Context: an optimization exercise on an open-source flow, tuned for small area. The choices shown serve that exercise and are no tape-out recipe. At most, simulation tests tie the RTL to the original design; equivalence was not proved. Only the layout flow was run in runs 1 and 4 to 6; the RTL was not checked for function there. Power and IR drop assume default switching activity.

File: config.mk
export PLATFORM = sky130hd
export DESIGN_NAME = DPA
export DESIGN_NICKNAME = DPA
export VERILOG_FILES = /design/flow/design.v
export SDC_FILE = /design/flow/constraint.sdc
export NUM_CORES = 4
export LEC_CHECK = 0
export CAP_MARGIN = 20
export CORE_MARGIN = 2
export CORE_UTILIZATION = 40
export CTS_BUF_LIST = sky130_fd_sc_hd__clkbuf_4
export CTS_CLUSTER_SIZE = 20
export SLEW_MARGIN = 20
File: constraint.sdc
create_clock -name core_clock -period 10.0 [get_ports {clk}]
set_input_delay 2.0000 -clock core_clock [delete_from_list [all_inputs] [get_ports {clk}]]
set_output_delay 2.0000 -clock core_clock [all_outputs]
set_load 0.01 [all_outputs]
File: design.v
module DPA (clk,reset,IM_A, IM_Q,IM_D,IM_WEN,CR_A,CR_Q);
input clk;
input reset;
output [19:0] IM_A;
input [23:0] IM_Q;
output [23:0] IM_D;
output IM_WEN;
output [8:0] CR_A;
input [12:0] CR_Q;
genvar k;
reg [2:0] ph;
reg [18:0] hi;
reg [1:0] pno;
reg [19:0] fb, pa;
reg sz128, sz256;
reg [5:0] sec, min;
reg [4:0] hour;
reg [29:0] acc;
reg pb;
wire ph0 = (ph == 3'd0);
wire ph1 = (ph == 3'd1);
wire ph2 = (ph == 3'd2);
wire ph3 = (ph == 3'd3);
wire ph4 = ph[2];
wire [19:0] hc;
wire [18:0] hn;
assign hc[0] = 1'b1;
generate for (k = 0; k < 19; k = k + 1) begin : hinc
	assign hn[k] = hi[k] ^ hc[k];
	assign hc[k+1] = hi[k] & hc[k];
end endgenerate
wire wrap = hc[19];
wire init = ~(hi[18] | hi[17] | hi[16]);
wire hdr  = (hi[18:12] == 7'd30);
wire clk1 = (hi[18:12] == 7'd31);
wire clk2 = (hi[18:12] == 7'd80);
wire clkd = clk1 | clk2;
wire pass = ~hi[18] & hi[17] & ~hi[15];
wire first = ~hi[16];
wire rl = wrap | init;
wire [18:0] hload = {hn[18:17], hn[16:13] | {4{rl}}, hn[12:11], hn[10] | rl, hn[9], hn[8:7] | {2{rl}}, hn[6:0]};
always @(posedge clk or posedge reset)
	if (reset) begin
		ph <= 3'd0;
		hi <= 19'd0;
	end else begin
		ph <= {ph3, ph2 | (ph1), ph0 | ph2};
		if (ph4) hi <= hload;
	end
wire [1:0] pnext = {pno[1] ^ pno[0], ~pno[0]};
wire plast = ({pno == 2'd3, pnext} == IM_Q[2:0]);
always @(posedge clk or posedge reset)
	if (reset) pno <= 2'd0;
	else if (wrap & ph4) pno <= plast ? 2'd0 : pnext;
always @(posedge clk) begin
	if (init & ph3) fb <= IM_Q[19:0];
	if (hdr & ph2) pa <= IM_Q[19:0];
	if (hdr & ph3) begin
		sz128 <= IM_Q[7];
		sz256 <= IM_Q[8];
	end
end
wire tinc = (wrap & ph4) | (clk2 & (hi[11:0] == 12'd0) & ph0);
wire [6:0] sc, mc;
wire [5:0] sn, mn;
wire [5:0] hrc;
wire [4:0] hn5;
assign sc[0] = 1'b1;
assign mc[0] = 1'b1;
assign hrc[0] = 1'b1;
generate for (k = 0; k < 6; k = k + 1) begin : tinc6
	assign sn[k] = sec[k] ^ sc[k];
	assign sc[k+1] = sec[k] & sc[k];
	assign mn[k] = min[k] ^ mc[k];
	assign mc[k+1] = min[k] & mc[k];
end endgenerate
generate for (k = 0; k < 5; k = k + 1) begin : tinc5
	assign hn5[k] = hour[k] ^ hrc[k];
	assign hrc[k+1] = hour[k] & hrc[k];
end endgenerate
wire s59 = sec[5] & sec[4] & sec[3] & sec[1] & sec[0];
wire m59 = min[5] & min[4] & min[3] & min[1] & min[0];
wire h23 = hour[4] & hour[2] & hour[1] & hour[0];
always @(posedge clk) begin
	if (init & ph2) begin
		sec <= IM_Q[5:0];
		min <= IM_Q[13:8];
		hour <= IM_Q[20:16];
	end else if (tinc) begin
		sec <= s59 ? 6'd0 : sn;
		if (s59) begin
			min <= m59 ? 6'd0 : mn;
			if (m59) hour <= h23 ? 5'd0 : hn5;
		end
	end
end
wire [2:0] ci = hi[11:9];
wire [4:0] cr = hi[8:4];
wire [3:0] cc = hi[3:0];
reg [5:0] dv;
always @(*)
	case (ci)
		3'd0, 3'd1: dv = {1'b0, hour};
		3'd3, 3'd4: dv = min;
		default: dv = sec;
	endcase
wire [2:0] tens = (dv >= 6'd50) ? 3'd5 : (dv >= 6'd40) ? 3'd4 : (dv >= 6'd30) ? 3'd3 :
                  (dv >= 6'd20) ? 3'd2 : (dv >= 6'd10) ? 3'd1 : 3'd0;
wire [5:0] ones6 = dv - tens * 4'd10;
wire [3:0] ones = ones6[3:0];
wire colon = (ci == 3'd2) | (ci == 3'd5);
wire tsel = (ci == 3'd0) | (ci == 3'd3) | (ci == 3'd6);
wire [3:0] dig = colon ? 4'd10 : tsel ? {1'b0, tens} : ones;
wire [1:0] rh = cr[4:3] - 2'd1;
assign CR_A = {{1'b0, dig, 1'b0} + {2'b0, dig} + {4'b0, rh}, cr[2:0]};
wire cvalid = ~(cc[3] & cc[2] & (cc[1] | cc[0])) & (cr[4] | cr[3]);
wire bit12 = ((ci == 3'd0) & (cr == 5'd8)) ? CR_Q[12] : pb;
wire cbit = (cc == 4'd0) ? bit12 : CR_Q[4'd12 - cc];
always @(posedge clk)
	if (clkd & cvalid & (cc != 4'd0)) pb <= CR_Q[12];
reg [7:0] kx;
always @(*)
	case (ci)
		3'd0: kx = 8'd152;
		3'd1: kx = 8'd165;
		3'd2: kx = 8'd178;
		3'd3: kx = 8'd191;
		3'd4: kx = 8'd204;
		3'd5: kx = 8'd217;
		3'd6: kx = 8'd230;
		default: kx = 8'd243;
	endcase
wire [8:0] xc;
wire [7:0] cx;
wire [7:0] cc8 = {4'd0, cc};
assign xc[0] = 1'b0;
generate for (k = 0; k < 8; k = k + 1) begin : cxadd
	wire b = cc8[k];
	assign cx[k] = kx[k] ^ b ^ xc[k];
	assign xc[k+1] = (kx[k] & b) | (xc[k] & (kx[k] ^ b));
end endgenerate
wire [7:0] py = hi[14:7];
wire [6:0] pxh = hi[6:0];
wire px0 = py[0] ^ first;
wire dx = ph[0];
wire dy = ph[1];
wire inclk = (py[7] & py[6] & py[5] & (py[4] | py[3])) & (pxh[6] & (pxh[5] | pxh[4] | (pxh[3] & pxh[2])));
wire dx1 = dx & px0 & ~(&pxh);
wire dy1 = dy & py[0] & ~(&py[7:1]);
wire [7:0] yc;
wire [6:0] Y1;
assign yc[0] = dy1;
generate for (k = 0; k < 7; k = k + 1) begin : yinc
	assign Y1[k] = py[k+1] ^ yc[k];
	assign yc[k+1] = py[k+1] & yc[k];
end endgenerate
wire sW = clkd | (pass & ph4);
wire sP = pass & ~ph4;
wire sA = pass & (ph4 | sz256);
wire sE = pass & ~ph4 & ~sz256 & sz128;
wire sF = pass & ~ph4 & ~sz256 & ~sz128;
wire sH = ~clkd & ~pass;
reg [3:0] hs;
always @(*)
	if (hdr) hs = {1'b0, pno, 1'b1} + 4'd2 + {3'd0, ph[1]};
	else hs = {1'b0, ph} - 4'd1;
wire [19:0] base = ({20{sW}} & fb) | ({20{sP}} & pa);
wire [19:0] off = ({20{clkd}} & {4'd0, 3'b111, cr, cx}) |
                  ({20{sA}} & {4'd0, py, pxh, px0}) |
                  ({20{sE}} & {6'd0, Y1, pxh}) |
                  ({20{sF}} & {2'd0, py, dy, pxh, px0, dx}) |
                  ({20{sH}} & {16'd0, hs});
wire [20:0] ac;
assign ac[0] = sE & dx1;
generate for (k = 0; k < 20; k = k + 1) begin : aadd
	assign IM_A[k] = base[k] ^ off[k] ^ ac[k];
	assign ac[k+1] = (base[k] & off[k]) | (ac[k] & (base[k] ^ off[k]));
end endgenerate
wire [29:0] s;
generate for (k = 0; k < 3; k = k + 1) begin : ch
	wire [10:0] c;
	wire [9:0] q10 = {2'b00, IM_Q[k*8+7:k*8]};
	assign c[0] = 1'b0;
	genvar j;
	for (j = 0; j < 10; j = j + 1) begin : b
		wire a = acc[k*10+j] & ~ph1;
		wire q = q10[j];
		assign s[k*10+j] = a ^ q ^ c[j];
		assign c[j+1] = (a & q) | (c[j] & (a ^ q));
	end
	assign IM_D[k*8+7:k*8] = clkd ? {8{cbit}} : s[k*10+9:k*10+2];
end endgenerate
always @(posedge clk) acc <= s;
wire we = ph4 & ((pass & ~inclk) | (clkd & cvalid));
assign IM_WEN = ~we;
endmodule
File: run.sh
#!/bin/bash
# synth_recipe.tcl (not shown) runs the flow's synth.tcl, then flattens the netlist and writes it again
# the make line also repeats each setting of config.mk as NAME=value (left out here)
make -C /OpenROAD-flow-scripts/flow DESIGN_CONFIG=/design/flow/config.mk WORK_HOME=/design/flow/orfs CLKGATE_MAP_FILE= SYNTH_SCRIPT=/design/flow/synth_recipe.tcl finish
==> summary.txt, run 1 <==
RR Endpoint=hour[1]; CTS tree=yes; GRT Total Usage=between 20% and 30%; CP Data Required Time=8.00 ns; global route overflow=0; Die Height=141 µm; PnR worst setup slack=-0.383 ns; fmax=between 0.09 and 0.1 GHz; Num CTS Buffers=17; syn_area_per_cell=approximately 11 µm²; Worst R2R Path Depth=24; crit-path max cell delay=0.45 ns; post-synthesis mux area share=2.76%; max-capacitance violation count=0; Worst Setup End Kind=primary output; multi-input logic area=0.00428 mm²; Clock Sinks=114; SO Viols=setup timing; largest family of logic cells by synthesized area=adder cells; area leader, netlist=edfxtp_1; Die ar.=0.0200 mm²; routed wire length=19,500 µm; Async SR Flop Fraction=21.1%; Routed Antenna Nets=0; XOR/XNOR Fraction of Synth Area=under 10%; part of the cycle the worst path needs=104%; VDD IR max=0.159 mV; crit path kind=reg -> out; register area=0.00300 mm²; EDFF count, synth=60; vias in the first global route=between 5,000 and 6,000; Reg clk slew, reported paths=between 0.1 and 0.15 ns; drt via density=5.41; Synth Cell Area=roughly 0.0075 mm²; CP max FO=4; most common cell after layout, fill and taps aside=clkdlybuf4s50_1; FP Rows=50; non-filler instance count after layout=1,038; I/O pin cnt=93; Most common cell on crit path=fa_2; P_leak=roughly 3.9 nW; clk latency of the worst-skew pair=about 0.53 ns; post-DP HPWL=14,800 µm; RR Startpoint=hi[1]; Adder-Cell Fraction of Synth Area=23.1%; DRT Pass-1 Iters=6; DP Cell Count=1,004; Hold Path Class=reg -> reg; Slew Viols, Final=0; vias=5,620; Die Width=between 100 and 150 µm; Synth top area share=23.9%; yosys warns=1; Final Setup Violations=4; Worst Skew=roughly 0.023 ns; register bit total from synthesis=between 100 and 150; total core area=0.0186 mm²; Period minus WS final=10.38 ns; buffer count from post-CTS setup fixing=0; fraction of the mapped netlist area in simple logic gates=10.4%; layout cells sized above 1=19.2%; initial drt markers=383; Slowest-stage cell, CP=dfrtp_1; Clock Tree Buf Depth=2; Critical Path Start Type=flop; CP arrival=8.38 ns; r2r setup slk=around 4.7 ns; RePlAce Congestion=0.880; largest net degree at the start of global routing=36; Slew HR=32.6%; status=finished with violations; NumNets Final=940; Synth Area in Compound Gates=between 10% and 20%; Fill cells=1,653; power per cell area=152 mW/mm²; # DRC=0; syn nets=between 800 and 900; Worst-Margin Slew=1.01 ns; leading cell types in the layout, fill and taps excluded=clkdlybuf4s50_1 (86), ha_1 (65), edfxtp_1 (60), nand2_1 (58), buf_4 (52); Fin. Hold Viols=0; end point of the critical path=IM_A[19]; first-pass GRT wire length=30,600 µm; Synth Instances=668; Design Area, Final=~0.0094 mm²; initial antenna violation count=1; pre-CTS WS=-0.612 ns; routed len/inst=18.8 µm; Synth cell types=a little over 70; largest cells by area after synthesis=edfxtp_1 (24%), fa_1 (12%), ha_1 (11%); CTS root buffer=clkbuf_4; sequential-to-total area share from yosys stat=39.8%; RSZ-0062 raised after global routing=true; PortBufs=between 90 and 100; area post-placement=about 0.0090 mm²; crit path from=hi[18]; initial core utilization=40.6%; H-tree levels=4; Main synth FF type=edfxtp_1; P&R area growth vs syn=24.3%
## kinds of logic after synthesis
family	Yosys count
adder cells (fa/ha/maj)	112
flip-flops	114
XOR/XNOR	21
AO/OA/AOI/OAI	161
multiplexers	18
AND/OR/NAND/NOR	156
buffers and inverters	86
## power by group
| part | leakage (nW) | internal [mW] | switching (mW) | total, mW |
|---|---|---|---|---|
| Combinational | 2.63 | 0.298 | 0.207 | 0.504 |
| Sequential | 1.07 | 0.544 | 0.00853 | 0.552 |
| Clock | 0.168 | 0.180 | 0.190 | 0.370 |
## metrics by stage
stage                     hold WS, ns  power (mW)  setup TNS [ns]  utilization [%]
after floorplan                 0.456       0.826               0                -
after global placement          0.468        1.06           -1.72             48.4
after detailed placement        0.472        1.07           -1.97             48.4
after CTS                       0.495        1.45           -1.12             50.3
after global routing            0.534        1.51           -2.47             50.4
final                           0.495        1.43           -1.14             50.4
## how the worst min path moves through the flow
stage / slack [ns] / depth (start not counted) / end / from
6_report: 0.49 / 2 / acc[19] / acc[19]
5_1_grt: 0.53 / 2 / acc[29] / acc[29]
4_1_cts: 0.49 / 2 / acc[19] / acc[19]
3_5_place_dp: 0.47 / 2 / acc[19] / acc[19]
3_3_place_gp: 0.47 / 2 / acc[9] / acc[9]
2_1_floorplan: 0.46 / 2 / acc[19] / acc[19]
## layout make-up
type                       instances  share of cell area, %
antenna                            1                 0.0267
clock buffer                      19                   1.52
clock inverter                    13                   1.70
inverter                          44                   1.76
multi-input combinational        468                   45.7
sequential                       114                   32.0
tap                              234                   3.12
timing repair buffer             145                   14.1
## sequential cells by signal, indices dropped and copies added (netlist names)
name / count
acc: 30
sz128: 1
pb: 1
hour: 5
min: 6
sec: 6
ph: 3
pa: 20
hi: 19
sz256: 1
fb: 20
pno: 2
## layer usage
| metal | GRT usage, % | part of all wire [%] |
|---|---|---|
| met3 | 4.59 | 5.3 |
| met4 | 4.47 | 1.0 |
| met5 | 0 | 0 |
| met2 | 33.7 | 49 |
| met1 | 26.6 | 44 |
## Yosys cell counts, types with 7 or more instances
cell and count:
fa_1 45, ha_1 66, dfrtp_1 24, inv_1 43, o21a_1 27, dfxtp_1 30
nand2_1 58, nor2b_1 7, xnor2_1 15, mux2_2 12, and2_1 24, a222oi_1 13
edfxtp_1 60, clkbuf_1 29, nand3_1 8, a22o_1 24, o21ai_0 22, a21oi_1 11
nor2_1 21
## critical path, delay by kind of cell, from the launching register on
family / cells / cell delay, ns
adder cells (fa/ha/maj): 19 / 5.97
AND/OR/NAND/NOR: 4 / 0.73
flip-flops: 1 / 0.45
AO/OA/AOI/OAI: 2 / 0.30
buffers and inverters: 4 / 0.29
XOR/XNOR: 1 / 0.12
## repair_timing
item,4_1_cts,5_1_grt
hold buffers,0,0
pin swaps,3,1
endpoints found under the setup margin,6,6
gates resized for setup,41,7
cloned,0,0
hold endpoints to repair,0,0
==> run 2, diff against run 1 <==
--- a/design.v
+++ b/design.v
@@ -170,12 +170,13 @@
                   ({20{sE}} & {6'd0, Y1, pxh}) |
                   ({20{sF}} & {2'd0, py, dy, pxh, px0, dx}) |
                   ({20{sH}} & {16'd0, hs});
-wire [20:0] ac;
+wire [12:0] ac;
 assign ac[0] = sE & dx1;
-generate for (k = 0; k < 20; k = k + 1) begin : aadd
+generate for (k = 0; k < 12; k = k + 1) begin : aadd
 	assign IM_A[k] = base[k] ^ off[k] ^ ac[k];
 	assign ac[k+1] = (base[k] & off[k]) | (ac[k] & (base[k] ^ off[k]));
 end endgenerate
+assign IM_A[19:12] = base[19:12] + {2'b00, off[17:12]} + {7'd0, ac[12]};
 wire [29:0] s;
 generate for (k = 0; k < 3; k = k + 1) begin : ch
 	wire [10:0] c;
--- a/config.mk
+++ b/config.mk
@@ -9,5 +9,5 @@
 export CORE_MARGIN = 2
 export CORE_UTILIZATION = 40
 export CTS_BUF_LIST = sky130_fd_sc_hd__clkbuf_4
-export CTS_CLUSTER_SIZE = 20
+export CTS_CLUSTER_SIZE = 14
 export SLEW_MARGIN = 20
==> run 2 against run 1 <==
Power decreased by 1.1%. Now clean on timing, DRC and antenna. Via count increased by 3.8%. Final cell count increased by 3.5%. Worst hold slack improved by 0.013 ns. Largest power group unchanged. Critical endpoint unchanged. Core utilization decreased by 0.62 points.
==> summary.txt, run 2 <==
status=timing/DRC/antenna clean; clk latency of the worst-skew pair=0.55 ns (+0.02 ns); Sequential Power Share=39.2% (+0.5 points); Slowest-stage cell, CP=or3b_4; Switching Share=31.1% (+2.7 points); WHS=0.508 ns (+0.0133 ns); non-filler instance count after layout=1,074 (+3.5%); max-capacitance violation count=0 (unchanged); RSZ-0062 raised after global routing=true; routed wire length=19,700 µm (+0.73%); post-DP HPWL=15,300 µm (+3.4%); DP Cell Count=1,040 (+3.6%); Post-synth top cells=nand2_1 (100), ha_1 (70), edfxtp_1 (60); Final Setup Violations=0 (-4); Critical Path Start Type=flop; Async SR Flop Fraction=21.1% (unchanged); power per cell area=151 mW/mm² (-0.85%); RR Startpoint=hi[0]; initial antenna violation count=0 (-1); pre-CTS WS=-0.188 ns (+0.424 ns); Slew HR=37.1% (+4.5 points); Biggest register=acc; Clk pwr share=25.0% (-0.9 points); Worst R2R Path Depth=23 (-4.2%); PortBufs=92 (unchanged); largest cells by area after synthesis=edfxtp_1 (23%), ha_1 (11%), fa_1 (11%); crit-path max cell delay=0.43 ns (-0.02 ns); Reg clk slew, reported paths=0.12 ns (about the same); Main synth FF type=edfxtp_1; total negative slack=0 ns (+1.14 ns); sequential-to-total area share from yosys stat=39.0% (-0.82 points); Synth Instances=716 (+7.2%); Synth top area share=23.4% (-0.49 points); syn nets=866 (+5.9%); Num CTS Buffers=17 (unchanged); RePlAce Congestion=0.884 (+0.44%); Net Switching=439 µW (+8.4%); cts hold-fix bufs=0 (unchanged); leading cell types in the layout, fill and taps excluded=nand2_1 (99), clkdlybuf4s50_1 (88), ha_1 (70), edfxtp_1 (60), inv_1 (43); Most common cell on crit path=fa_2; top-count cell post-synth=nand2_1; RR Endpoint=hour[4]; I/O pin cnt=93 (unchanged); DRT Pass-1 Iters=6 (unchanged); Largest register FFs=30 (unchanged); largest net degree at the start of global routing=28 (-22%); area post-placement=0.00898 mm² (about the same); PnR worst setup slack=0.274 ns (+0.657 ns); Die Height=143 µm (+1.0%); total power=1.41 mW (-1.1%); syn_area_per_cell=10.7 µm² (-4.8%); vias in the first global route=6,019 (+4.1%); crit path kind=reg -> out; Design Area, Final=0.00935 mm² (-0.23%); Period minus WS final=9.73 ns (-0.657 ns); register bit total from synthesis=114 (unchanged); first-pass GRT wire length=31,500 µm (+2.8%); Worst-Margin Slew=0.938 ns (-0.0735 ns); Die ar.=0.0204 mm² (+2.0%); initial core utilization=41.0% (+0.43 points); r2r setup slk=4.74 ns (+0.04 ns); total core area=0.0188 mm² (+1.0%); CTS root buffer=clkbuf_4; Worst Skew=0.0198 ns (-0.00343 ns); top flop regs=acc: 30 flops, fb: 20 flops, pa: 20 flops; Routed Antenna Nets=0 (unchanged); area leader, netlist=edfxtp_1; number of antenna diodes=0 (-1); Die Width=143 µm (+1.0%); global route overflow=0 (unchanged); CP max FO=3 (-1); most common cell after layout, fill and taps aside=nand2_1; Hold Path Class=reg -> reg; Clock Tree Buf Depth=2 (unchanged); # DRC=0 (unchanged); Worst Setup End Kind=primary output; CTS tree=yes; Fin. Hold Viols=0 (unchanged); routed len/inst=18.3 µm (-2.6%); Comb power frac=35.8% (+0.4 points); P&R area growth vs syn=21.5%; Synth Cell Area=0.00770 mm² (+2.1%); P_leak=4.02 nW (+4.0%); drt via density=5.43 (+0.29%); FP Rows=50 (unchanged); final core utilization=49.8% (-0.62 points); vias=5,832 (+3.8%); crit path from=hi[17]; layout cells sized above 1=15.7% (-3.5 points); CP arrival=7.73 ns (-0.65 ns); initial drt markers=462 (+21%); fmax=0.103 GHz (+6.8%); H-tree levels=4 (unchanged); EDFF count, synth=60 (unchanged); CP Data Required Time=8.00 ns (about the same); VDD IR max=0.210 mV (+32%); yosys warns=1 (unchanged); Clock Sinks=114 (unchanged); end point of the critical path=IM_A[19]; Slew Viols, Final=0 (unchanged); GRT Total Usage=20.2% (+0.15 points); Synth cell types=76 (+5.6%); part of the cycle the worst path needs=97.3% (-6.6 points); NumNets Final=977 (+3.9%); P_int=972 µW (-4.8%)
[run 2: cell count changes in the layout (fill, tap and decap cells not counted), sizes merged, moves of 4 or more]
cell   before  now
nand2      58  101
buf        58   39
o21a       27    9
nor2       22   33
a21oi      11   17
inv        47   52
nor3        6   11
fa         45   41
ha         66   70
[run 2: power by group through the flow]
| stage | Sequential (mW) | Clock [mW] | Combinational (mW) |
|---|---|---|---|
| finish | 0.553 | 0.353 | 0.505 |
| global route | 0.558 | 0.381 | 0.566 |
| CTS | 0.553 | 0.359 | 0.516 |
| detailed placement | 0.564 | 0 | 0.505 |
| global placement | 0.562 | 0 | 0.501 |
| floorplan | 0.560 | 0 | 0.255 |
[run 2: layer usage]
metal / share of wire, % / GRT usage (%)
met4: 0.90 / 4.38
met5: 0 / 0
met2: 47 / 33.2
met3: 7.4 / 4.63
met1: 44 / 27.4
[run 2: worst min path at each step]
stage / startpoint / to / slack [ns] / depth (start not counted)
2_1_floorplan: acc[19] / acc[19] / 0.46 / 2
3_3_place_gp: acc[19] / acc[19] / 0.47 / 2
3_5_place_dp: acc[19] / acc[19] / 0.49 / 2
4_1_cts: acc[19] / acc[19] / 0.51 / 2
5_1_grt: acc[29] / acc[29] / 0.52 / 2
6_report: acc[19] / acc[19] / 0.51 / 2
[run 2: area by class of cell]
type	instances	area [µm²]
Fill cell	1697	9420
Multi-Input combinational cell	515	4380
Sequential cell	114	3000
Timing Repair Buffer	131	1200
Tap cell	234	293
Inverter	48	180
Clock inverter	14	151
Clock buffer	18	135
[run 2: logic make-up after synthesis]
group	after synthesis	synth area share (%)
buffers and inverters	87	5.10
XOR/XNOR	25	2.85
multiplexers	19	2.89
flip-flops	114	39.0
AO/OA/AOI/OAI	147	15.0
adder cells (fa/ha/maj)	111	22.0
AND/OR/NAND/NOR	213	13.1
[run 2: worst max-delay path, delay by kind of cell (launching register included)]
| family | cells | cell delay [ns] |
|---|---|---|
| AO/OA/AOI/OAI | 7 | 1.24 |
| buffers and inverters | 5 | 0.37 |
| AND/OR/NAND/NOR | 6 | 1.04 |
| adder cells (fa/ha/maj) | 13 | 4.14 |
| flip-flops | 1 | 0.39 |
[run 2: repair_timing]
action                                  4_1_cts  5_1_grt
endpoints found under the setup margin        7        5
setup buffers                                 2        0
pin swaps                                     6        3
gates resized for setup                      17       14
==> run 3, diff against run 2 <==
==> flow/run.sh (new file) <==
#!/bin/bash
set -euo pipefail
export BUFFER_PORTS_ARGS="-buffer_cell sky130_fd_sc_hd__buf_1"
export CTS_ARGS="-sink_clustering_enable -repair_clock_nets -buf_list sky130_fd_sc_hd__clkbuf_4 -sink_clustering_size 20 -dont_use_dummy_load"
bash standard.sh > standard_flow.log 2>&1
==> standard.sh (new file) <==
#!/bin/bash
# synth_recipe.tcl (not shown) runs the flow's synth.tcl, then flattens the netlist and writes it again
# the make line also repeats each setting of config.mk as NAME=value (left out here)
make -C /OpenROAD-flow-scripts/flow DESIGN_CONFIG=/design/flow/config.mk WORK_HOME=/design/flow/orfs CLKGATE_MAP_FILE= SYNTH_SCRIPT=/design/flow/synth_recipe.tcl "${@:-finish}"
--- a/config.mk
+++ b/config.mk
@@ -9,5 +9,5 @@
 export CORE_MARGIN = 2
 export CORE_UTILIZATION = 40
 export CTS_BUF_LIST = sky130_fd_sc_hd__clkbuf_4
-export CTS_CLUSTER_SIZE = 14
+export CTS_CLUSTER_SIZE = 20
 export SLEW_MARGIN = 20
removed: run.sh
==> run 3 against run 2 <==
Still clean. Power down 18%. Global-route usage down 0.74 points. Sequential power about the same. Flip-flop and latch count unchanged. Critical endpoint unchanged.
==> summary.txt, run 3 <==
FP Rows=50 (unchanged); XOR/XNOR Fraction of Synth Area=2.85% (unchanged); DRT Pass-1 Iters=5 (-1); register bit total from synthesis=114 (unchanged); RePlAce Congestion=0.896 (+1.4%); initial antenna violation count=0 (unchanged); status=timing/DRC/antenna clean; CTS tree=yes; Slew Viols, Final=0 (unchanged); Critical Path Start Type=flop; layout cells sized above 1=14.4% (-1.3 points); fmax=0.102 GHz (-0.89%); total core area=0.0188 mm² (unchanged); top flop regs=acc: 30 flops, fb: 20 flops, pa: 20 flops; Sequential Power Share=47.5% (+8.3 points); PnR worst setup slack=0.186 ns (-0.0872 ns); # DRC=0 (unchanged); P_int=779 µW (-20%); H-tree levels=4 (unchanged); routed wire length=19,300 µm (-2.0%); NumNets Final=972 (-0.51%); PortBufs=92 (unchanged); Largest register FFs=30 (unchanged); largest cells by area after synthesis=edfxtp_1 (23%), ha_1 (11%), fa_1 (11%); P_leak=3.68 nW (-8.4%); Synth cell types=76 (unchanged); I/O pin cnt=93 (unchanged); total power=1.16 mW (-18%); EDFF count, synth=60 (unchanged); post-DP HPWL=14,500 µm (-5.4%); Period minus WS final=9.81 ns (+0.0872 ns); pre-CTS WS=0.172 ns (+0.360 ns); Synth top area share=23.4% (unchanged); Main synth FF type=edfxtp_1; most common cell after layout, fill and taps aside=nand2_1; cts hold-fix bufs=0 (unchanged); number of antenna diodes=0 (unchanged); Num CTS Buffers=17 (unchanged); crit path from=hi[18]; fraction of the mapped netlist area in simple logic gates=13.1% (unchanged); Comb power frac=32.6% (-3.2 points); Slowest-stage cell, CP=dfrtp_1; initial core utilization=41.0% (unchanged); Clk pwr share=19.8% (-5.2 points); power per cell area=135 mW/mm² (-11%); Synth Area in Compound Gates=15.0% (unchanged); Fin. Hold Viols=0 (unchanged); Final Setup Violations=0 (unchanged); Die ar.=0.0204 mm² (unchanged); Reg clk slew, reported paths=0.10 ns (-0.02 ns); VDD IR max=0.188 mV (-10%); sequential-to-total area share from yosys stat=39.0% (unchanged); RSZ-0062 raised after global routing=true; total negative slack=0 ns (unchanged); Hold Path Class=reg -> reg; Worst Setup End Kind=primary output; part of the cycle the worst path needs=98.1% (+0.87 points); largest net degree at the start of global routing=31 (+11%); leading cell types in the layout, fill and taps excluded=nand2_1 (100), buf_1 (90), ha_1 (70), edfxtp_1 (60), inv_1 (40); CTS root buffer=clkbuf_4; syn_area_per_cell=10.7 µm² (unchanged); Clock Sinks=114 (unchanged); CP max FO=3 (unchanged); vias=5,760 (-1.2%); RR Startpoint=hi[0]; top-count cell post-synth=nand2_1; Net Switching=382 µW (-13%); Die Width=143 µm (unchanged); Most common cell on crit path=fa_2; vias in the first global route=5,514 (-8.4%); largest family of logic cells by synthesized area=adder cells; Async SR Flop Fraction=21.1% (unchanged); Die Height=143 µm (unchanged); CP Data Required Time=8.00 ns (about the same); global route overflow=0 (unchanged); Post-synth top cells=nand2_1 (100), ha_1 (70), edfxtp_1 (60); syn nets=866 (unchanged); Synth Instances=716 (unchanged); yosys warns=1 (unchanged); post-synthesis mux area share=2.89% (unchanged); Clock Tree Buf Depth=2 (unchanged); drt via density=5.46 (+0.64%); GRT Total Usage=19.4% (-0.74 points); crit path kind=reg -> out; crit-path max cell delay=0.42 ns (about the same); WHS=0.487 ns (-0.0213 ns); routed len/inst=18.3 µm (-0.12%); initial drt markers=388 (-16%); Biggest register=acc; Worst Skew=0.0360 ns (+0.0163 ns); first-pass GRT wire length=30,000 µm (-4.5%); area leader, netlist=edfxtp_1; Routed Antenna Nets=0 (unchanged); Hold Crit Start=acc[19]; Worst-Margin Slew=1.08 ns (+0.144 ns); CP arrival=7.81 ns (+0.08 ns); Adder-Cell Fraction of Synth Area=22.0% (unchanged); Synth Cell Area=0.00770 mm² (unchanged); max-capacitance violation count=0 (unchanged); clk latency of the worst-skew pair=0.54 ns (about the same); P&R area growth vs syn=12.1%; Switching Share=32.9% (+1.8 points); Slew HR=27.8% (-9.3 points)
-- run 3: cell types whose count changed in the layout (fill, tap and decap cells not counted), moves of 3 or more --
cell,delta
clkinv_4,-3
inv_2,+3
inv_6,-4
buf_1,+90
buf_4,-7
fa_2,+3
clkdlybuf4s50_1,-88
inv_1,-3
fa_1,-3
-- run 3: cells by family (layout without fill, tap and decap cells) --
family | count (synthesis) | count (layout)
and+or+nand+nor | 213 | 213
AOI/OAI and AO/OA | 147 | 147
DFF | 114 | 114
adders and majority gates | 111 | 111
buffers and inverters | 87 | 191
xor gates and xnor gates | 25 | 25
muxes | 19 | 19
-- run 3: power groups by stage --
stage | combinational [mW] | sequential (mW) | clock [mW]
floorplan | 0.255 | 0.560 | 0
global placement | 0.374 | 0.561 | 0
detailed placement | 0.379 | 0.562 | 0
CTS | 0.386 | 0.552 | 0.236
global route | 0.438 | 0.557 | 0.252
finish | 0.379 | 0.552 | 0.230
-- run 3: through the flow --
| step | instance area [µm²] | utilization [%] | instances |
|---|---|---|---|
| 6_report | 8630 | 46.0 | 1054 |
| 5_1_grt | 8630 | 46.0 | 1054 |
| 4_1_cts | 8510 | 45.3 | 1048 |
| 3_5_place_dp | 8310 | 44.3 | 1027 |
| 3_3_place_gp | 8310 | 44.3 | 1027 |
| 2_1_floorplan | 7700 | - | 716 |
-- run 3: cell type report --
cell class,instances,area (µm²)
fill,1800,10100
multi-input combinational,515,4390
sequential,114,3010
timing repair buffer,126,631
tap,234,293
inverter,48,180
clock buffer,17,128
-- run 3: worst paths after layout --
path	endpoint	slack [ns]	cells after the start
hold reg to reg	acc[19]	0.49	2
min in group asynchronous	hi[6]	1.32	2
setup reg to reg	hour[1]	4.74	23
setup / recovery	IM_A[19]	0.19	32
hold / removal	acc[19]	0.49	2
max in group asynchronous	hi[11]	8.26	3
-- run 3: worst max-delay path: cells and delay by family (launching register included) --
family	cells	cell delay (ns)
buf+inv	6	0.44
flops	1	0.42
simple gates	6	0.75
fa+ha+maj	13	4.23
compound gates	7	1.44
-- run 3: layer usage --
metal | share of wire [%] | routed length [µm] | up-vias | track usage (%)
li1 | - | - | 2754 | -
met1 | 47 | 9090 | 2788 | 27.6
met2 | 44 | 8500 | 188 | 28.9
met3 | 6.9 | 1330 | 30 | 4.90
met4 | 1.8 | 353 | 0 | 6.88
met5 | 0 | 0 | - | 0
-- run 3: repair_timing --
action                     4_1_cts  5_1_grt
gates resized for setup         13       24
pin swaps                        6        6
setup endpoints to repair        4        4
cloned                           0        0
setup buffers                    4        5
==> run 4, diff against run 3 <==
--- a/design.v
+++ b/design.v
@@ -170,13 +170,24 @@
                   ({20{sE}} & {6'd0, Y1, pxh}) |
                   ({20{sF}} & {2'd0, py, dy, pxh, px0, dx}) |
                   ({20{sH}} & {16'd0, hs});
-wire [12:0] ac;
+wire [16:0] ac;
 assign ac[0] = sE & dx1;
-generate for (k = 0; k < 12; k = k + 1) begin : aadd
+generate for (k = 0; k < 16; k = k + 1) begin : aadd
 	assign IM_A[k] = base[k] ^ off[k] ^ ac[k];
 	assign ac[k+1] = (base[k] & off[k]) | (ac[k] & (base[k] ^ off[k]));
 end endgenerate
-assign IM_A[19:12] = base[19:12] + {2'b00, off[17:12]} + {7'd0, ac[12]};
+wire [4:0] c0, c1;
+wire [3:0] t0, t1;
+wire [3:0] ot = {2'b00, off[17:16]};
+assign c0[0] = 1'b0;
+assign c1[0] = 1'b1;
+generate for (k = 0; k < 4; k = k + 1) begin : asel
+	assign t0[k] = base[16+k] ^ ot[k] ^ c0[k];
+	assign c0[k+1] = (base[16+k] & ot[k]) | (c0[k] & (base[16+k] ^ ot[k]));
+	assign t1[k] = base[16+k] ^ ot[k] ^ c1[k];
+	assign c1[k+1] = (base[16+k] & ot[k]) | (c1[k] & (base[16+k] ^ ot[k]));
+end endgenerate
+assign IM_A[19:16] = ac[16] ? t1 : t0;
 wire [29:0] s;
 generate for (k = 0; k < 3; k = k + 1) begin : ch
 	wire [10:0] c;
==> run 4 against run 3 <==
Synthesized cell count decreased by 4.1%. Sequential share of layout area increased by 0.13 points. Non-clock buffer count increased by 10. Clock skew decreased by 0.013 ns. Largest power group unchanged. Combinational power increased by 1%. Final area decreased by 0.36%. Fmax decreased by 2.8%. Now fails the layout checks on setup timing. Global-route usage increased by 0.61 points. Clock-buffer cell count unchanged.
==> summary.txt, run 4 <==
status=finished with violations; SO Viols=setup timing; Hold Crit Start=acc[19]; leading cell types in the layout, fill and taps excluded=buf_1 (89), ha_1 (66), nand2_1 (63), edfxtp_1 (60), buf_4 (43); EDFF count, synth=60 (unchanged); Slowest-stage cell, CP=dfrtp_1; H-tree levels=4 (unchanged); Slew HR=34.1% (+6.3 points); RR Endpoint=hour[3]; NumNets Final=949 (-2.4%); RR Startpoint=hi[0]; Biggest register=acc; yosys warns=1 (unchanged); Most common cell on crit path=fa_2; initial core utilization=40.5% (-0.50 points); CTS root buffer=clkbuf_4; FP Rows=50 (unchanged); top flop regs=acc: 30 flops, fb: 20 flops, pa: 20 flops; Worst Skew=0.0232 ns (-0.0129 ns); Fill cells=1,797 (-0.17%); Die ar.=0.0200 mm² (-1.8%); Slew Viols, Final=0 (unchanged); r2r setup slk=4.56 ns (-0.18 ns); Worst-Margin Slew=0.982 ns (-0.100 ns); largest cells by area after synthesis=edfxtp_1 (24%), fa_1 (12%), ha_1 (11%); top-count cell post-synth=ha_1; Worst R2R Path Depth=23 (unchanged); RSZ-0062 raised after global routing=true; power per cell area=135 mW/mm² (+0.44%); max-capacitance violation count=0 (unchanged); I/O pin cnt=93 (unchanged); PnR worst setup slack=-0.0978 ns (-0.284 ns); Reg clk slew, reported paths=0.09 ns (about the same); total power=1.16 mW (about the same); register bit total from synthesis=114 (unchanged); P&R area growth vs syn=13.9%; Final Setup Violations=3 (+3); routed len/inst=18.5 µm (+1.2%); CP Data Required Time=8.00 ns (about the same); Worst Hold Depth=2 (unchanged); Synth Instances=687 (-4.1%); total negative slack=-0.171 ns (-0.171 ns); routed wire length=19,100 µm (-0.92%); layout cells sized above 1=14.4% (+0.039 points); Main synth FF type=edfxtp_1; CTS tree=yes; global route overflow=0 (unchanged); Hold Path Class=reg -> reg; CP max FO=3 (unchanged); crit path kind=reg -> out; DRT Pass-1 Iters=5 (unchanged); initial antenna violation count=1 (+1); crit-path max cell delay=0.40 ns (-0.02 ns); part of the cycle the worst path needs=101% (+2.8 points); CP arrival=8.10 ns (+0.29 ns); Hold EP=acc[19]; first-pass GRT wire length=30,800 µm (+2.6%); drt via density=5.48 (+0.25%); Clock Sinks=114 (unchanged); Synth Cell Area=0.00755 mm² (-1.9%); most common cell after layout, fill and taps aside=buf_1; sequential-to-total area share from yosys stat=39.8% (+0.75 points); P_leak=3.67 nW (-0.10%); post-DP HPWL=14,900 µm (+2.9%); PortBufs=92 (unchanged); cts hold-fix bufs=0 (unchanged); initial drt markers=413 (+6.4%); total core area=0.0186 mm² (-0.67%); Worst Setup End Kind=primary output; RePlAce Congestion=0.891 (-0.64%); largest net degree at the start of global routing=35 (+13%); Period minus WS final=10.10 ns (+0.284 ns); Routed Antenna Nets=0 (unchanged); area leader, netlist=edfxtp_1; # DRC=0 (unchanged); vias=5,654 (-1.8%); Fin. Hold Viols=0 (unchanged); Synth top area share=23.9% (+0.45 points); VDD IR max=0.145 mV (-23%); Clock Tree Buf Depth=2 (unchanged); buffer count from post-CTS setup fixing=0 (-4); Post-synth top cells=ha_1 (67), nand2_1 (64), edfxtp_1 (60); Largest register FFs=30 (unchanged); Die Height=141 µm (-0.92%); Synth cell types=61 (-20%); pre-CTS WS=-0.246 ns (-0.418 ns); fmax=0.0990 GHz (-2.8%); Die Width=141 µm (-0.92%); Async SR Flop Fraction=21.1% (unchanged); vias in the first global route=5,754 (+4.4%); syn_area_per_cell=11.0 µm² (+2.3%); Num CTS Buffers=17 (unchanged); Critical Path Start Type=flop; syn nets=837 (-3.3%); GRT Total Usage=20.1% (+0.61 points); clk latency of the worst-skew pair=0.50 ns (-0.04 ns)
run 4: worst max path at each step:
stage	startpoint	end	slack [ns]	depth (start not counted)
3_3_place_gp	hi[17]	IM_A[19]	-0.13	32
4_1_cts	hi[15]	IM_A[19]	-0.20	32
3_5_place_dp	hi[17]	IM_A[19]	-0.25	32
6_report	hi[17]	IM_A[19]	-0.1	32
2_1_floorplan	hi[17]	IM_A[19]	0.003	31
5_1_grt	hi[17]	IM_A[19]	-0.42	32
run 4: area by class of cell:
| class | count | area (µm²) | share of cell area, % |
|---|---|---|---|
| inverter | 48 | 180 | 2.10 |
| multi-input combinational | 482 | 4290 | 49.9 |
| sequential | 114 | 3010 | 35.0 |
| antenna | 1 | 2.50 | 0.0291 |
| timing repair buffer | 136 | 696 | 8.09 |
| tap | 234 | 293 | 3.41 |
| clock buffer | 17 | 128 | 1.48 |
run 4: stage by stage:
step | hold WS [ns] | std cells | area [µm²] | utilization, %
floorplan | 0.455 | 687 | 7580 | -
global route | 0.522 | 1032 | 8600 | 46.1
finish | 0.485 | 1032 | 8600 | 46.1
CTS | 0.488 | 1031 | 8550 | 45.9
detailed placement | 0.475 | 1014 | 8350 | 44.8
global placement | 0.470 | 1014 | 8350 | 44.8
run 4: timing repair:
action,CTS,global route
pin swaps,8,8
endpoints found under the setup margin,5,3
resized for setup,28,8
run 4: power by group:
group | internal, mW | leakage, nW | switching (mW) | total, mW
combinational | 0.176 | 2.53 | 0.206 | 0.383
clock | 0.0776 | 0.0782 | 0.148 | 0.225
sequential | 0.544 | 1.07 | 0.0100 | 0.554
run 4: cell families after synthesis:
family                   after synthesis  synth area share (%)
multiplexers                          15                  2.62
AO/OA/AOI/OAI                        151                  15.2
adder cells (fa/ha/maj)              111                  22.8
XOR/XNOR                              23                  2.77
buffers and inverters                 91                  5.19
AND/OR/NAND/NOR                      182                  11.7
flip-flops                           114                  39.8
run 4: critical path: cells and delay by family (launching register included):
family                   cells  cell delay [ns]
AO/OA/AOI/OAI                1             0.16
flip-flops                   1             0.40
XOR/XNOR                     1             0.11
adder cells (fa/ha/maj)     18             5.60
multiplexers                 1             0.23
buffers and inverters        5             0.35
AND/OR/NAND/NOR              6             0.72
run 4: layer usage:
layer / GRT usage (%) / vias up / part of all wire [%]
met5: 0 / - / 0
met4: 6.11 / 0 / 1.7
met3: 4.29 / 19 / 5.4
met2: 31.9 / 182 / 47
met1: 27.7 / 2766 / 46
li1: - / 2687 / -
==> run 5, diff against run 4 <==
==> run.sh (new file) <==
#!/bin/bash
# synth_recipe.tcl (not shown) runs the flow's synth.tcl, then flattens the netlist and writes it again
# the make line also repeats each setting of config.mk as NAME=value (left out here)
make -C /OpenROAD-flow-scripts/flow DESIGN_CONFIG=/design/flow/config.mk WORK_HOME=/design/flow/orfs CLKGATE_MAP_FILE= SYNTH_SCRIPT=/design/flow/synth_recipe.tcl finish
removed: flow/run.sh
removed: standard.sh
==> run 5 against run 4 <==
The layout still fails its checks (setup timing). Worst hold slack lost 0.0041 ns. Via count grew 0.99%. Final cell count up 1.7%. Combinational power increased by about 30%. Global-route usage increased by 0.22 points. First-iteration DRC count up 0.24%. Clock skew grew 0.0012 ns. Power grew 21%. Largest power group unchanged.
==> summary.txt, run 5 <==
status=finished with violations; SO Viols=setup timing; Worst Hold Depth=2 (unchanged); layout cells sized above 1=15.5% (+1.0 points); # DRC=0 (unchanged); Hold EP=acc[9]; Adder-Cell Fraction of Synth Area=22.8% (unchanged); top-count cell post-synth=ha_1; Num CTS Buffers=17 (unchanged); Worst Setup End Kind=primary output; final core utilization=49.9% (+3.8 points); clk latency of the worst-skew pair=0.53 ns (+0.03 ns); Reg clk slew, reported paths=0.11 ns (+0.02 ns); Clock Tree Buf Depth=2 (unchanged); crit-path max cell delay=0.44 ns (+0.04 ns); Net Switching=398 µW (+9.3%); drt via density=5.44 (-0.74%); register bit total from synthesis=114 (unchanged); RSZ-0062 raised after global routing=true; CP Data Required Time=8.00 ns (about the same); post-DP HPWL=14,800 µm (-0.41%); H-tree levels=4 (unchanged); sequential-to-total area share from yosys stat=39.8% (unchanged); non-filler instance count after layout=1,050 (+1.7%); PnR worst setup slack=-0.168 ns (-0.0699 ns); Sequential Power Share=39.1% (-8.6 points); Slew Viols, Final=0 (unchanged); Switching Share=28.2% (-3.1 points); Worst Skew=0.0243 ns (+0.00116 ns); routed len/inst=18.4 µm (-0.74%); VDD IR max=0.181 mV (+24%); part of the cycle the worst path needs=102% (+0.70 points); r2r setup slk=4.66 ns (+0.10 ns); Die Height=141 µm (unchanged); XOR/XNOR Fraction of Synth Area=2.77% (unchanged); initial core utilization=40.5% (unchanged); RR Startpoint=hi[0]; Slew HR=35.0% (+0.87 points); Fill cells=1,707 (-5.0%); Clk pwr share=25.6% (+6.2 points); Worst R2R Path Depth=23 (unchanged); vias in the first global route=5,878 (+2.2%); RePlAce Congestion=0.844 (-5.3%); P&R area growth vs syn=23.3%; Fin. Hold Viols=0 (unchanged); cts hold-fix bufs=0 (unchanged); GRT Total Usage=20.3% (+0.22 points); total core area=0.0186 mm² (unchanged); DP Cell Count=1,017 (+0.30%); Main synth FF type=edfxtp_1; crit path kind=reg -> out; largest family of logic cells by synthesized area=adder cells; largest net degree at the start of global routing=35 (unchanged); EDFF count, synth=60 (unchanged); fmax=0.0984 GHz (-0.69%); register area=0.00300 mm² (about the same); Critical Path Start Type=flop; CP arrival=8.17 ns (+0.07 ns); CTS root buffer=clkbuf_4; power per cell area=152 mW/mm² (+12%); Die Width=141 µm (unchanged); Synth cell types=61 (unchanged); Period minus WS final=10.17 ns (+0.0699 ns); Slowest-stage cell, CP=dfrtp_1; NumNets Final=952 (+0.32%); syn nets=837 (unchanged); FP Rows=50 (unchanged); global route overflow=0 (unchanged); initial antenna violation count=1 (unchanged); largest cells by area after synthesis=edfxtp_1 (24%), fa_1 (12%), ha_1 (11%); initial drt markers=414 (+0.24%); multi-input logic area=0.00427 mm² (-0.55%); Synth top area share=23.9% (unchanged); vias=5,710 (+0.99%); Synth Area in Compound Gates=15.2% (unchanged); Worst-Margin Slew=0.960 ns (-0.0222 ns); Post-synth top cells=ha_1 (67), nand2_1 (64), edfxtp_1 (60); max-capacitance violation count=0 (unchanged); WHS=0.481 ns (-0.00413 ns); Synth Cell Area=0.00755 mm² (unchanged); I/O pin cnt=93 (unchanged); fraction of the mapped netlist area in simple logic gates=11.7% (unchanged); CP max FO=4 (+1); RR Endpoint=hour[0]; Synth Instances=687 (unchanged); P_int=1.01 mW (+27%); most common cell after layout, fill and taps aside=clkdlybuf4s50_1; Clock Sinks=114 (unchanged); P_leak=4.02 nW (+9.3%); Die ar.=0.0200 mm² (unchanged); Biggest register=acc; Most common cell on crit path=fa_2; Async SR Flop Fraction=21.1% (unchanged); pre-CTS WS=-0.670 ns (-0.424 ns); buffer count from post-CTS setup fixing=0 (unchanged); Comb power frac=35.3% (+2.4 points); yosys warns=1 (unchanged); total power=1.41 mW (+21%); leading cell types in the layout, fill and taps excluded=clkdlybuf4s50_1 (86), ha_1 (66), nand2_1 (64), edfxtp_1 (60), buf_4 (47); Final Setup Violations=3 (unchanged); Largest register FFs=30 (unchanged); DRT Pass-1 Iters=6 (+1); routed wire length=19,300 µm (+0.99%); Hold Crit Start=acc[9]; post-synthesis mux area share=2.62% (unchanged); Routed Antenna Nets=0 (unchanged); first-pass GRT wire length=31,300 µm (+1.5%); top flop regs=acc: 30 flops, fb: 20 flops, pa: 20 flops; CTS tree=yes; syn_area_per_cell=11.0 µm² (unchanged); PortBufs=92 (unchanged); area leader, netlist=edfxtp_1; Hold Path Class=reg -> reg
==> run 5: cell counts after synthesis <==
No cell type changed its count.
==> run 5: kinds of logic after synthesis <==
kind of cell | count (synthesis)
AO/OA/AOI/OAI | 151
multiplexers | 15
XOR/XNOR | 23
flip-flops | 114
adder cells (fa/ha/maj) | 111
AND/OR/NAND/NOR | 182
buffers and inverters | 91
==> run 5: final cells by class <==
| type | count | share of cell area [%] |
|---|---|---|
| clock inverter | 12 | 1.52 |
| inverter | 48 | 1.94 |
| sequential | 114 | 32.3 |
| clock buffer | 20 | 1.61 |
| timing repair buffer | 139 | 13.6 |
| multi-input combinational | 482 | 45.9 |
| tap | 234 | 3.15 |
| antenna | 1 | 0.0269 |
==> run 5: routing by layer <==
layer	routed length, µm	global-route usage [%]	up-vias
met5	0	0	-
met2	9180	32.7	192
met3	1200	4.69	19
met4	346	6.00	0
li1	-	-	2693
met1	8560	27.5	2806
==> run 5: timing repair <==
action,in CTS,in global routing
endpoints found under the hold margin,0,0
gates resized for setup,37,10
endpoints found under the setup margin,6,6
pin swaps,6,5
==> run 5: power groups by stage <==
stage	Clock, mW	Combinational [mW]	Sequential, mW
after floorplan	0	0.261	0.560
after global placement	0	0.492	0.562
after detailed placement	0	0.492	0.564
after CTS	0.367	0.507	0.553
after global routing	0.388	0.554	0.557
final	0.361	0.498	0.552
==> run 5: through the flow <==
stage	TNS [ns]	instance area [µm²]
after detailed placement	-1.90	8940
after CTS	-0.567	9290
after global placement	-1.55	8940
after global routing	-1.49	9310
after floorplan	0	7580
final	-0.366	9310
==> run 5: worst max path at each step <==
stage / start / to / cells after the start / slack [ns]
6_report: hi[17] / IM_A[19] / 30 / -0.17
5_1_grt: hi[17] / IM_A[19] / 32 / -0.54
4_1_cts: hi[17] / IM_A[19] / 30 / -0.24
3_5_place_dp: hi[17] / IM_A[19] / 32 / -0.67
3_3_place_gp: hi[17] / IM_A[19] / 32 / -0.58
2_1_floorplan: hi[17] / IM_A[19] / 31 / 0.003
==> run 5: worst max-delay path, delay by kind of cell (launching register included) <==
family	cells	cell delay, ns
XOR/XNOR	1	0.11
AO/OA/AOI/OAI	1	0.34
adder cells (fa/ha/maj)	18	5.56
flip-flops	1	0.44
buffers and inverters	5	0.36
multiplexers	1	0.22
AND/OR/NAND/NOR	4	0.60
==> run 6, diff against run 5 <==
--- a/design.v
+++ b/design.v
@@ -170,24 +170,15 @@
                   ({20{sE}} & {6'd0, Y1, pxh}) |
                   ({20{sF}} & {2'd0, py, dy, pxh, px0, dx}) |
                   ({20{sH}} & {16'd0, hs});
-wire [16:0] ac;
+wire [20:0] ac;
+wire [7:0] sp = (base[15:8] | off[15:8]) & ~(base[15:8] & off[15:8]);
+wire skip = &sp;
 assign ac[0] = sE & dx1;
-generate for (k = 0; k < 16; k = k + 1) begin : aadd
-	assign IM_A[k] = base[k] ^ off[k] ^ ac[k];
-	assign ac[k+1] = (base[k] & off[k]) | (ac[k] & (base[k] ^ off[k]));
+generate for (k = 0; k < 20; k = k + 1) begin : aadd
+	wire ci = (k == 16) ? (skip ? ac[8] : ac[16]) : ac[k];
+	assign IM_A[k] = base[k] ^ off[k] ^ ci;
+	assign ac[k+1] = (base[k] & off[k]) | (ci & (base[k] ^ off[k]));
 end endgenerate
-wire [4:0] c0, c1;
-wire [3:0] t0, t1;
-wire [3:0] ot = {2'b00, off[17:16]};
-assign c0[0] = 1'b0;
-assign c1[0] = 1'b1;
-generate for (k = 0; k < 4; k = k + 1) begin : asel
-	assign t0[k] = base[16+k] ^ ot[k] ^ c0[k];
-	assign c0[k+1] = (base[16+k] & ot[k]) | (c0[k] & (base[16+k] ^ ot[k]));
-	assign t1[k] = base[16+k] ^ ot[k] ^ c1[k];
-	assign c1[k+1] = (base[16+k] & ot[k]) | (c1[k] & (base[16+k] ^ ot[k]));
-end endgenerate
-assign IM_A[19:16] = ac[16] ? t1 : t0;
 wire [29:0] s;
 generate for (k = 0; k < 3; k = k + 1) begin : ch
 	wire [10:0] c;
==> flow/run.sh (new file) <==
#!/bin/bash
set -euo pipefail
export BUFFER_PORTS_ARGS="-buffer_cell sky130_fd_sc_hd__buf_1"
export CTS_ARGS="-sink_clustering_enable -repair_clock_nets -buf_list sky130_fd_sc_hd__clkbuf_4 -sink_clustering_size 20 -dont_use_dummy_load"
bash standard.sh > standard_flow.log 2>&1
==> standard.sh (new file) <==
#!/bin/bash
# synth_recipe.tcl (not shown) runs the flow's synth.tcl, then flattens the netlist and writes it again
# the make line also repeats each setting of config.mk as NAME=value (left out here)
make -C /OpenROAD-flow-scripts/flow DESIGN_CONFIG=/design/flow/config.mk WORK_HOME=/design/flow/orfs CLKGATE_MAP_FILE= SYNTH_SCRIPT=/design/flow/synth_recipe.tcl "${@:-finish}"
removed: run.sh
==> run 6 against run 5 <==
The layout still fails its checks (setup timing). Clock-buffer cell count decreased by 3. Fmax down 3.8%. Combinational power down 24%. Area after synthesis is 1.6% higher. Via count is 2.3% lower. Final cell count fell by 2.1%. Global-route usage shrank 1.0 points. Core utilization is 3.5 points lower. Critical path type unchanged. Critical path depth grew 2. First-iteration DRC count grew 1.4%. Setup slack worse by 0.40 ns.
==> summary.txt, run 6 <==
P_int=797 µW (-21%); Clock Sinks=114 (unchanged); Post-synth top cells=ha_1 (74), edfxtp_1 (60), nand2_1 (60); initial core utilization=40.9% (+0.37 points); RePlAce Congestion=0.910 (+7.9%); Hold Crit Start=acc[29]; Fin. Hold Viols=0 (unchanged); DRT Pass-1 Iters=5 (-1); routed wire length=18,600 µm (-3.8%); part of the cycle the worst path needs=106% (+4.0 points); FP Rows=50 (unchanged); vias in the first global route=5,680 (-3.4%); Worst Setup End Kind=primary output; VDD IR max=0.171 mV (-5.7%); Synth top area share=23.5% (-0.37 points); area leader, netlist=edfxtp_1; largest net degree at the start of global routing=31 (-11%); syn nets=837 (unchanged); PortBufs=92 (unchanged); CP max FO=3 (-1); SO Viols=setup timing; Fill cells=1,779 (+4.2%); global route overflow=0 (unchanged); CP arrival=8.57 ns (+0.40 ns); number of antenna diodes=0 (-1); GRT Total Usage=19.2% (-1.0 points); CTS root buffer=clkbuf_4; Design Area, Final=0.00871 mm² (-6.5%); Die Width=142 µm (+0.77%); top-count cell post-synth=ha_1; area post-placement=0.00851 mm² (-4.8%); clk latency of the worst-skew pair=0.52 ns (about the same); routed len/inst=18.1 µm (-1.7%); sequential-to-total area share from yosys stat=39.1% (-0.62 points); syn_area_per_cell=11.3 µm² (+2.8%); initial drt markers=420 (+1.4%); CP Data Required Time=8.00 ns (about the same); Worst R2R Path Depth=23 (unchanged); Most common cell on crit path=fa_2; pre-CTS WS=-0.232 ns (+0.438 ns); Worst Hold Depth=2 (unchanged); Die Height=142 µm (+0.77%); initial antenna violation count=0 (-1); Die ar.=0.0203 mm² (+1.5%); Final Setup Violations=4 (+1); crit path kind=reg -> out; P&R area growth vs syn=13.5%; CTS tree=yes; Slew HR=32.1% (-2.9 points); Synth Instances=679 (-1.2%); vias=5,577 (-2.3%); Sequential Power Share=47.9% (+8.8 points); Biggest register=acc; leading cell types in the layout, fill and taps excluded=buf_1 (87), ha_1 (73), nand2_1 (60), edfxtp_1 (60), buf_4 (47); first-pass GRT wire length=30,100 µm (-3.7%); register bit total from synthesis=114 (unchanged); Switching Share=31.2% (+3.0 points); post-DP HPWL=14,700 µm (-1.1%); Routed Antenna Nets=0 (unchanged); r2r setup slk=4.84 ns (+0.18 ns); Synth cell types=69 (+13%); RSZ-0062 raised after global routing=true; P_leak=3.71 nW (-7.6%); H-tree levels=4 (unchanged); Largest register FFs=30 (unchanged); max-capacitance violation count=0 (unchanged); # DRC=0 (unchanged); crit-path max cell delay=0.37 ns (-0.07 ns); largest cells by area after synthesis=edfxtp_1 (23%), ha_1 (12%), fa_1 (12%); fmax=0.0946 GHz (-3.8%); top flop regs=acc: 30 flops, fb: 20 flops, pa: 20 flops; PnR worst setup slack=-0.567 ns (-0.399 ns); Clk pwr share=19.5% (-6.1 points); Period minus WS final=10.57 ns (+0.399 ns); layout cells sized above 1=15.7% (+0.28 points); I/O pin cnt=93 (unchanged); drt via density=5.43 (-0.24%); Slew Viols, Final=0 (unchanged); RR Startpoint=hi[1]; Synth Cell Area=0.00767 mm² (+1.6%); Slowest-stage cell, CP=dfrtp_1; most common cell after layout, fill and taps aside=buf_1; NumNets Final=954 (+0.21%); Reg clk slew, reported paths=0.10 ns (about the same); status=finished with violations; power per cell area=133 mW/mm² (-12%); EDFF count, synth=60 (unchanged); Clock Tree Buf Depth=2 (unchanged); Critical Path Start Type=flop; Hold EP=acc[29]; yosys warns=1 (unchanged); Worst-Margin Slew=1.02 ns (+0.0573 ns); Hold Path Class=reg -> reg; total core area=0.0188 mm² (+0.67%); Net Switching=361 µW (-9.3%); Num CTS Buffers=17 (unchanged); Main synth FF type=edfxtp_1; Async SR Flop Fraction=21.1% (unchanged); Comb power frac=32.6% (-2.7 points); Worst Skew=0.0280 ns (+0.00370 ns); RR Endpoint=hour[3]
==> run 6: cell types whose count changed in the layout (fill, tap and decap cells not counted), sizes merged, moves of 4 or more <==
| cell | before | now |
|---|---|---|
| buf | 51 | 139 |
| clkdlybuf4s50 | 86 | 0 |
| nand3 | 16 | 7 |
| clkinv | 9 | 1 |
| ha | 67 | 74 |
| inv | 46 | 41 |
| a21oi | 16 | 12 |
| clkbuf | 21 | 17 |
| nand2 | 64 | 60 |
| nand3b | 5 | 1 |
| o21ai | 20 | 24 |
==> run 6: metal layers <==
metal	GRT usage [%]	routed length, µm	up-vias	share of wire, %
met2	30.9	8680	154	47
met5	0	0	-	0
met4	5.42	281	0	1.5
met3	4.44	1060	23	5.7
met1	26.2	8540	2726	46
li1	-	-	2674	-
==> run 6: logic make-up after synthesis <==
group	Yosys count	share of synthesized area, %
AOI/OAI and AO/OA	153	15.8
xor gates and xnor gates	21	2.50
adders and majority gates	120	24.0
buffers and inverters	83	4.52
DFF	114	39.1
muxes	19	3.15
and+or+nand+nor	169	10.9
==> run 6: worst max-delay path by stage <==
stage / startpoint / end / slack (ns) / cells after the start
floorplan: hi[17] / IM_A[19] / 0.03 / 30
global placement: hi[17] / IM_A[19] / -0.13 / 31
detailed placement: hi[17] / IM_A[19] / -0.23 / 31
CTS: hi[17] / IM_A[19] / -0.62 / 31
global route: hi[17] / IM_A[19] / -0.93 / 31
finish: hi[18] / IM_A[19] / -0.57 / 32
==> run 6: what timing repair did <==
item | 4_1_cts | 5_1_grt
hold buffers | 0 | 0
cloned | 0 | 0
gates resized for setup | 8 | 13
buffers inserted | 0 | 1
setup endpoints to repair | 5 | 5
pin swaps | 1 | 3
==> run 6: power by group through the flow <==
| stage | Combinational, mW | Sequential (mW) | Clock, mW |
|---|---|---|---|
| 6_report | 0.378 | 0.554 | 0.226 |
| 5_1_grt | 0.430 | 0.558 | 0.250 |
| 4_1_cts | 0.384 | 0.555 | 0.234 |
| 3_5_place_dp | 0.376 | 0.565 | 0 |
| 3_3_place_gp | 0.366 | 0.562 | 0 |
| 2_1_floorplan | 0.262 | 0.560 | 0 |
==> run 6: area by class of cell <==
type,count,area (µm²),share of cell area [%]
clock buffers,17,128,1.47
well taps,234,293,3.36
repair buffers,139,729,8.38
multi-input cells,482,4400,50.5
inverters,42,158,1.81
flip-flops and latches,114,3000,34.5
==> run 6: worst max-delay path, delay by kind of cell, from the launching register on <==
family | cells | cell delay, ns
adder cells (fa/ha/maj) | 19 | 5.97
buffers and inverters | 5 | 0.49
AO/OA/AOI/OAI | 2 | 0.49
AND/OR/NAND/NOR | 4 | 0.47
flip-flops | 1 | 0.37
multiplexers | 1 | 0.13
XOR/XNOR | 1 | 0.11
==> run 6: metrics by stage <==
step | instances | power (mW) | util (%) | setup TNS (ns) | hold WS, ns
after floorplan | 679 | 0.822 | - | 0 | 0.455
after global placement | 1010 | 0.928 | 45.4 | -0.261 | 0.466
after detailed placement | 1010 | 0.941 | 45.4 | -0.565 | 0.473
after CTS | 1027 | 1.17 | 46.1 | -2.08 | 0.489
after global routing | 1028 | 1.24 | 46.4 | -3.41 | 0.500
final | 1028 | 1.16 | 46.4 | -1.90 | 0.489

[re-timing with driven ports]
Ports are ideal in the flow. The routed layouts listed here were re-timed in OpenROAD. Step 1: set_driving_cell puts a clkbuf_16 on clk and a buf_2 on each other input, an assumption about the parent block. Step 2 moves the port delays by t, midway between the first and last clock arrival at a register: inputs arrive t later, outputs are due t later. That takes back most of the time a late clock gives input paths. Slacks: no drivers / after step 1 / after step 2; pairs: no drivers / after step 1.
run	t (ns)	slack for setup (ns)	clock arrival spread, ns	pins driven straight from the clock port
run 1	0.556	-0.383 / -0.420 / 0.136	0.024 / 0.024	1
run 2	0.573	0.274 / 0.238 / 0.812	0.021 / 0.021	1
run 3	0.563	0.186 / 0.150 / 0.713	0.036 / 0.036	1
run 4	0.532	-0.098 / -0.136 / 0.396	0.027 / 0.027	1
run 5	0.555	-0.168 / -0.208 / 0.348	0.024 / 0.025	1
run 6	0.546	-0.567 / -0.604 / -0.059	0.031 / 0.031	1
